What follows belongs to an exercise in optimizing a design on an open flow for small area; a production flow would make more cautious choices. Where RTL was checked, it was by simulation tests only, not by an equivalence proof against the original. Power is estimated from default activity; no workload was simulated.

==> inputs of v20 <==
## picoversat
module picoversat (
             input                 clk,
             input                 rst,
             output                trap,
             output                led,
             output [10-2:0]  imem_addr,
             input [32-1:0]  imem_rdata,
             output                dmem_en,
             output                dmem_we,
             output [10-2:0]  dmem_addr,
             output [32-1:0]  dmem_wdata,
             input [32-1:0]   dmem_rdata
             );
   reg [8:0]   pc;
   reg [31:0]  ra;
   reg [31:0]  rb;
   reg [2:0]   rc;         
   reg         led_q;
   reg [511:0] rf;         
   wire [31:0] instr = imem_rdata;
   wire [3:0]  op = instr[31:28];
   wire [20:0] opnd_sel;
   wire [15:0] rf_wsel, rf_wseln;
   wire        rb_we, led_sel;
   wire        alu_inv, alu_cin, alu_ld, alu_and, alu_xor, alu_shft, alu_arith, alu_ops;
   xaddr_decoder dec (
                      .instr(instr),
                      .ra(ra[9:0]),
                      .rb(rb[9:0]),
                      .opnd_sel(opnd_sel),
                      .rf_wsel(rf_wsel),
                      .rf_wseln(rf_wseln),
                      .rb_we(rb_we),
                      .led_sel(led_sel),
                      .dmem_en(dmem_en),
                      .dmem_we(dmem_we),
                      .trap(trap),
                      .daddr(dmem_addr),
  ...
Settings: LEC_CHECK=0, CAP_MARGIN=5, CORE_MARGIN=2, CORE_UTILIZATION=55, CTS_CLUSTER_DIAMETER=100, CTS_CLUSTER_SIZE=30, GPL_TIMING_DRIVEN=0, PLACE_DENSITY=0.65, SETUP_SLACK_MARGIN=0.15, SLEW_MARGIN=5, SYNTH_HIERARCHICAL=1; clock period 7.5 ns.
standard.sh (not shown) runs the stock make flow with config.mk's settings and CLKGATE_MAP_FILE= SYNTH_SCRIPT=/design/flow/synth_recipe.tcl, a recipe that flattens the netlist after the stock synthesis.
==> flow/flow/run.sh <==
#!/bin/bash
# The standard layout (standard.sh: the standard flow's own ORFS run with the standard
# synthesis), with the port buffers made of the smallest buffer cell
# (sky130_fd_sc_hd__buf_1) instead of ORFS's default choice. Every input and
# output port still gets its own buffer. ORFS writes each step's log under
# orfs/logs; standard.log holds make's own output.
set -euo pipefail
export BUFFER_PORTS_ARGS="-buffer_cell sky130_fd_sc_hd__buf_1"
bash standard.sh > standard.log 2>&1
==> inputs of v15, as changes to v20 <==
==> flow/flow/run.sh (replaced) <==
#!/bin/bash
set -euo pipefail
export BUFFER_PORTS_ARGS="-buffer_cell sky130_fd_sc_hd__buf_1"
export RECOVER_POWER=100
bash standard.sh > standard.log 2>&1
CAP_MARGIN = 20   (was 5)
CTS_CLUSTER_SIZE = 20   (was 30)
SLEW_MARGIN = 20   (was 5)
==> run notes <==
metric                                                                          v20                                              v15
Min setup slack post-route                                                0.3009 ns                                        0.2720 ns
Clock latency of the later-clocked register in the worst-skew pair          0.61 ns                                          0.58 ns
Setup clock skew after layout                                            0.04373 ns                                       0.01866 ns
TritonCTS Buffers                                                                24                                               35
Pleak                                                                      10.93 nW                                         11.07 nW
Post-Layout Cell Count                                                        2,825                                            2,851
First-pass GRT wire length                                               132,800 um                                       133,800 um
Signal arrival time at the worst endpoint                                   7.71 ns                                          7.70 ns
M1 wire length                                                            36,340 um                                        36,030 um
Hold Path End                                                       rf[260]$_DFF_P_                                  rf[118]$_DFF_P_
Final design utilization                                                     63.01%                                           63.81%
Required time at the worst-slack endpoint                                   8.01 ns                                          7.97 ns
Number of gates on the worst path with buffers counted                           23                                               25
Status                                                     timing/DRC/antenna clean                                  failed layout checks
Layout check failures                                                             -  max-capacitance violations, max-slew violations
Function was not checked in any run of this note: the RTL went through the layout flow alone.

========
==> run K: inputs <==
Another version of the RTL of picoversat (not shown whole).
// picoversat
module picoversat (
             input                 clk,
             input                 rst,
             output                trap,
             output                led,
             output [10-2:0]  imem_addr,
             input [32-1:0]  imem_rdata,
             output                dmem_en,
             output                dmem_we,
             output [10-2:0]  dmem_addr,
             output [32-1:0]  dmem_wdata,
             input [32-1:0]   dmem_rdata
             );
Settings: LEC_CHECK=0, CAP_MARGIN=5, CORE_MARGIN=2, CORE_UTILIZATION=55, CTS_CLUSTER_DIAMETER=100, CTS_CLUSTER_SIZE=20, GPL_TIMING_DRIVEN=0, PLACE_DENSITY=0.65, SETUP_SLACK_MARGIN=0.15, SLEW_MARGIN=5, SYNTH_HIERARCHICAL=1; clock period 7.5 ns.
==> flow/flow/run.sh <==
#!/bin/bash
# The standard layout (standard.sh: the standard flow's own ORFS run with the standard
# synthesis), with the port buffers made of the smallest buffer cell
# (sky130_fd_sc_hd__buf_1) instead of ORFS's default choice. Every input and
# output port still gets its own buffer. ORFS writes each step's log under
# orfs/logs; standard.log holds make's own output.
set -euo pipefail
export BUFFER_PORTS_ARGS="-buffer_cell sky130_fd_sc_hd__buf_1"
bash standard.sh > standard.log 2>&1
==> run M (differences from run K) <==
- CAP_MARGIN: 5 -> 10
- CORE_UTILIZATION: 55 -> 65
- CTS_CLUSTER_DIAMETER: 100 -> 60
- CTS_CLUSTER_SIZE: 20 -> 30
- PLACE_DENSITY: 0.65 -> 0.75
- SLEW_MARGIN: 5 -> 10
==> flow_summary.ini <==
[die]
die-area_um2 = 38490

[setup_path]
crit_arrival_ps = 7740

[routing]
routed_wl_um = 82700
via_per_inst = 7.971

[placed_design]
dp_cells = 2633
place_ws_ps = -668.7

[power]
p_comb_uw = 1330

[run_status]
status = timing/DRC/antenna clean
the above is filed under run M

==> flow_summary.ini <==
[run_status]
status = timing/DRC/antenna clean

[global_routing]
track_usage = 0.3659

[finish]
largest_register_ffs = 512
clock_area_frac = 0.03703

[setup_path]
cp.depth = 26
crit_arrival_ps = 7780
r2r_start = ra[9]

[routing]
dr.pass1.iters = 13
via_per_inst = 7.598

[power]
power_uw = 7456
p_comb_uw = 1320

[die]
die-area_um2 = 45340
the above is filed under run K


========
==> inputs of job 1285 <==
picoversat, a different RTL version from the one above (not shown whole).
Settings: LEC_CHECK=0, CAP_MARGIN=20, CORE_MARGIN=2, CORE_UTILIZATION=55, CTS_CLUSTER_DIAMETER=100, CTS_CLUSTER_SIZE=20, GPL_TIMING_DRIVEN=0, PLACE_DENSITY=0.65, SETUP_SLACK_MARGIN=0.15, SLEW_MARGIN=20, SYNTH_HIERARCHICAL=1; clock period 7.5 ns.
run.sh (not shown) runs the stock make flow with config.mk's settings and CLKGATE_MAP_FILE= SYNTH_SCRIPT=/design/flow/synth_recipe.tcl, a recipe that flattens the netlist after the stock synthesis.
Stock flow here: none of the scripts above is used.
==> job 7358 (differences from job 1285) <==
--- a/flow/design.v
+++ b/flow/design.v
@@ -1319,14 +1319,15 @@
 `timescale 1ns / 1ps
 module xaddr_decoder (
                       input [31:0]  instr,
                       input [9:0]   ra,
                       input [9:0]   rb,
                       output [20:0] opnd_sel,   
                       output [15:0] rf_wsel,
+                      output [15:0] rf_wseln,
                       output        rb_we,
                       output        led_sel,
                       output        dmem_en,
                       output        dmem_we,
                       output        trap,
                       output [8:0]  daddr,
                       output        alu_inv,    
@@ -1375,14 +1376,15 @@
       for (k = 0; k < 16; k = k + 1) begin : g_dec
          assign rf_dec[k] = (daddr[3:0] == k);
       end
    endgenerate
    wire rf_rd = mem_ops & in_rf;
    wire rf_wr = store_ops & in_rf;
    assign rf_wsel = rf_dec & {16{rf_wr}};
+   assign rf_wseln = ~rf_wsel;
    assign opnd_sel[15:0] = rf_dec & {16{rf_rd}};
    assign opnd_sel[16] = use_opnd & is_rb;
    assign opnd_sel[17] = use_opnd & is_rc;
    assign opnd_sel[18] = mem_ops & in_ram;
    assign opnd_sel[19] = (opd[0] | opd[3] | opd[6]) & ~i_rb & ~i_rc;
    assign opnd_sel[20] = opd[7] & ~a_rb & ~a_rc;
    assign rb_we   = store_ops & is_rb;
@@ -1414,27 +1416,28 @@
              input [32-1:0]   dmem_rdata
              );
    reg [8:0]   pc;
    reg [31:0]  ra;
    reg [31:0]  rb;
    reg [2:0]   rc;         
    reg         led_q;
-   reg [31:0]  rf [0:15];
+   reg [511:0] rf;         
    wire [31:0] instr = imem_rdata;
    wire [3:0]  op = instr[31:28];
    wire [20:0] opnd_sel;
-   wire [15:0] rf_wsel;
+   wire [15:0] rf_wsel, rf_wseln;
    wire        rb_we, led_sel;
    wire        alu_inv, alu_cin, alu_ld, alu_and, alu_xor, alu_shft, alu_arith, alu_ops;
    xaddr_decoder dec (
                       .instr(instr),
                       .ra(ra[9:0]),
                       .rb(rb[9:0]),
                       .opnd_sel(opnd_sel),
                       .rf_wsel(rf_wsel),
+                      .rf_wseln(rf_wseln),
                       .rb_we(rb_we),
                       .led_sel(led_sel),
                       .dmem_en(dmem_en),
                       .dmem_we(dmem_we),
                       .trap(trap),
                       .daddr(dmem_addr),
                       .alu_inv(alu_inv),
@@ -1442,25 +1445,19 @@
                       .alu_ld(alu_ld),
                       .alu_and(alu_and),
                       .alu_xor(alu_xor),
                       .alu_shft(alu_shft),
                       .alu_arith(alu_arith),
                       .alu_ops(alu_ops)
                       );
-   wire [511:0] rf_all;
-   genvar       gi;
-   generate
-      for (gi = 0; gi < 16; gi = gi + 1) begin : g_rfall
-         assign rf_all[32*gi +: 32] = rf[gi];
-      end
-   endgenerate
+   genvar       gi, gj;
    wire [31:0] opnd;
    xregf opmux (
                 .sel(opnd_sel),
-                .rf(rf_all),
+                .rf(rf),
                 .rb(rb),
                 .rc(rc),
                 .dmem(dmem_rdata),
                 .instr(instr[27:0]),
                 .ra(ra[15:0]),
                 .q(opnd)
                 );
@@ -1478,35 +1475,46 @@
               .arith(alu_arith),
               .ra_nx(ra_nx),
               .rc_nx(rc_nx)
               );
    wire        ra_z = ~|ra;
    wire        taken = op[3] & op[2] & (op[1] ^ ra_z);
    wire [8:0]  target = op[0] ? rb[8:0] : instr[8:0];
+   wire [511:0] rf_d;
+   wire [31:0]  rb_d;
+   wire [2:0]   rc_d;
+   wire         led_d;
+   generate
+      for (gj = 0; gj < 16; gj = gj + 1) begin : g_rfw
+         for (gi = 0; gi < 32; gi = gi + 1) begin : g_b
+            c_ao22 u (.a1(ra[gi]), .a2(rf_wsel[gj]), .b1(rf[32*gj+gi]), .b2(rf_wseln[gj]),
+                      .y(rf_d[32*gj+gi]));
+         end
+      end
+      for (gi = 0; gi < 32; gi = gi + 1) begin : g_rbw
+         c_ao22 u (.a1(ra[gi]), .a2(rb_we), .b1(rb[gi]), .b2(~rb_we), .y(rb_d[gi]));
+      end
+      for (gi = 0; gi < 3; gi = gi + 1) begin : g_rcw
+         c_ao22 u (.a1(rc_nx[gi]), .a2(alu_ops), .b1(rc[gi]), .b2(~alu_ops), .y(rc_d[gi]));
+      end
+   endgenerate
+   c_ao22 u_ledw (.a1(ra[0]), .a2(led_sel), .b1(led_q), .b2(~led_sel), .y(led_d));
    always @(posedge clk, posedge rst)
      if (rst) begin
         pc <= 9'd0;
         ra <= 32'd0;
         rb <= 32'd0;
         rc <= 3'd0;
         led_q <= 1'b0;
      end else begin
         pc <= taken ? target : pc + 9'd1;
         ra <= ra_nx;
-        if (rb_we)
-          rb <= ra;
-        if (alu_ops)
-          rc <= rc_nx;
-        if (led_sel)
-          led_q <= ra[0];
+        rb <= rb_d;
+        rc <= rc_d;
+        led_q <= led_d;
      end
-   generate
-      for (gi = 0; gi < 16; gi = gi + 1) begin : g_rf
-         always @(posedge clk)
-           if (rf_wsel[gi])
-             rf[gi] <= ra;
-      end
-   endgenerate
+   always @(posedge clk)
+     rf <= rf_d;
    assign imem_addr = pc;
    assign dmem_wdata = ra;
    assign led = led_q;
 endmodule
==> flow/flow/run.sh (new file) <==
#!/bin/bash
# The standard layout (standard.sh: the standard flow's own ORFS run with the standard
# synthesis), with the port buffers made of the smallest buffer cell
# (sky130_fd_sc_hd__buf_1) instead of ORFS's default choice. Every input and
# output port still gets its own buffer. ORFS writes each step's log under
# orfs/logs; standard.log holds make's own output.
set -euo pipefail
export BUFFER_PORTS_ARGS="-buffer_cell sky130_fd_sc_hd__buf_1"
bash standard.sh > standard.log 2>&1
==> flow/standard.sh (new file) <==
#!/bin/bash
# synth_recipe.tcl (not shown) runs the flow's synth.tcl, then flattens the netlist and writes it again
# the make line also repeats each setting of config.mk as NAME=value (left out here)
make -C /OpenROAD-flow-scripts/flow DESIGN_CONFIG=/design/flow/config.mk WORK_HOME=/design/flow/orfs CLKGATE_MAP_FILE= SYNTH_SCRIPT=/design/flow/synth_recipe.tcl "${@:-finish}"
CAP_MARGIN = 5   (was 20)
CTS_CLUSTER_DIAMETER = 150   (was 100)
CTS_CLUSTER_SIZE = 30   (was 20)
SLEW_MARGIN = 5   (was 20)
removed: flow/run.sh
==> qor summary <==
| quantity | job 1285 | job 7358 |
|---|---|---|
| Total core area | 44200 µm² | 43000 µm² |
| Static power due to leakage | 10.7 nW | 10.9 nW |
| Number of tap cells inserted | 592 | 585 |
| Number of instances in the synthesized netlist | 1500 | 2031 |
| Clock-cell share of area | 0.0340 | 0.0236 |
| Global routing met3 resource utilization | 0.0509 | 0.0585 |
| Synthesized-area fraction occupied by ao, oa, aoi and oai cells | 0.151 | 0.356 |
| Status | timing/DRC/antenna clean | timing/DRC/antenna clean |
| # resized after CTS | 7 | 0 |
| Library cell with the largest summed area after synthesis | sky130_fd_sc_hd__edfxtp_1 | sky130_fd_sc_hd__dfxtp_1 |
| Final cell count without fillers | 2341 | 2822 |
| Starting utilization of the core area | 0.558 | 0.557 |
| First-pass GRT wire length | 107000 µm | 133000 µm |
| Non-clock buffer share of cell area | 0.0897 | 0.0554 |
| Post-route design area | 29400 µm² | 27000 µm² |
The RTL of job 7358 was laid out without a check of its function.

what the ideal ports hide:
No port has a modelled driver above. Below, the same layouts with a new extraction and two added sets of constraints.
Step 1, drivers: a clkbuf_16 drives clk and a buf_2 each remaining input, both assumed.
Step 2, shift: input delay + t, output delay - t, t = (earliest + latest rising clock arrival at the registers) / 2. This alone moves slack from input paths to output paths.
Three values: ideal ports, drivers, drivers and shift; two values: the first two.
run | t (ns) | slack for setup (ns) | clock arrival spread, ns | cell pins on the clock port's net
v20 | 0.647 | 0.301 / 0.335 / -0.313 | 0.047 / 0.047 | 1
v15 | 0.637 | 0.272 / 0.292 / -0.345 | 0.021 / 0.021 | 1
run K | 0.635 | 0.211 / 0.248 / -0.387 | 0.037 / 0.037 | 1
run M | 0.647 | 0.235 / 0.271 / -0.376 | 0.033 / 0.034 | 1
job 1285 | 0.639 | 0.329 / 0.370 / -0.269 | 0.022 / 0.022 | 1
job 7358 | 0.657 | 0.273 / 0.309 / -0.348 | 0.029 / 0.029 | 1
The setup slack of job 7358, which loses most, moves by +0.036 ns with the drivers and by -0.621 ns with both steps.
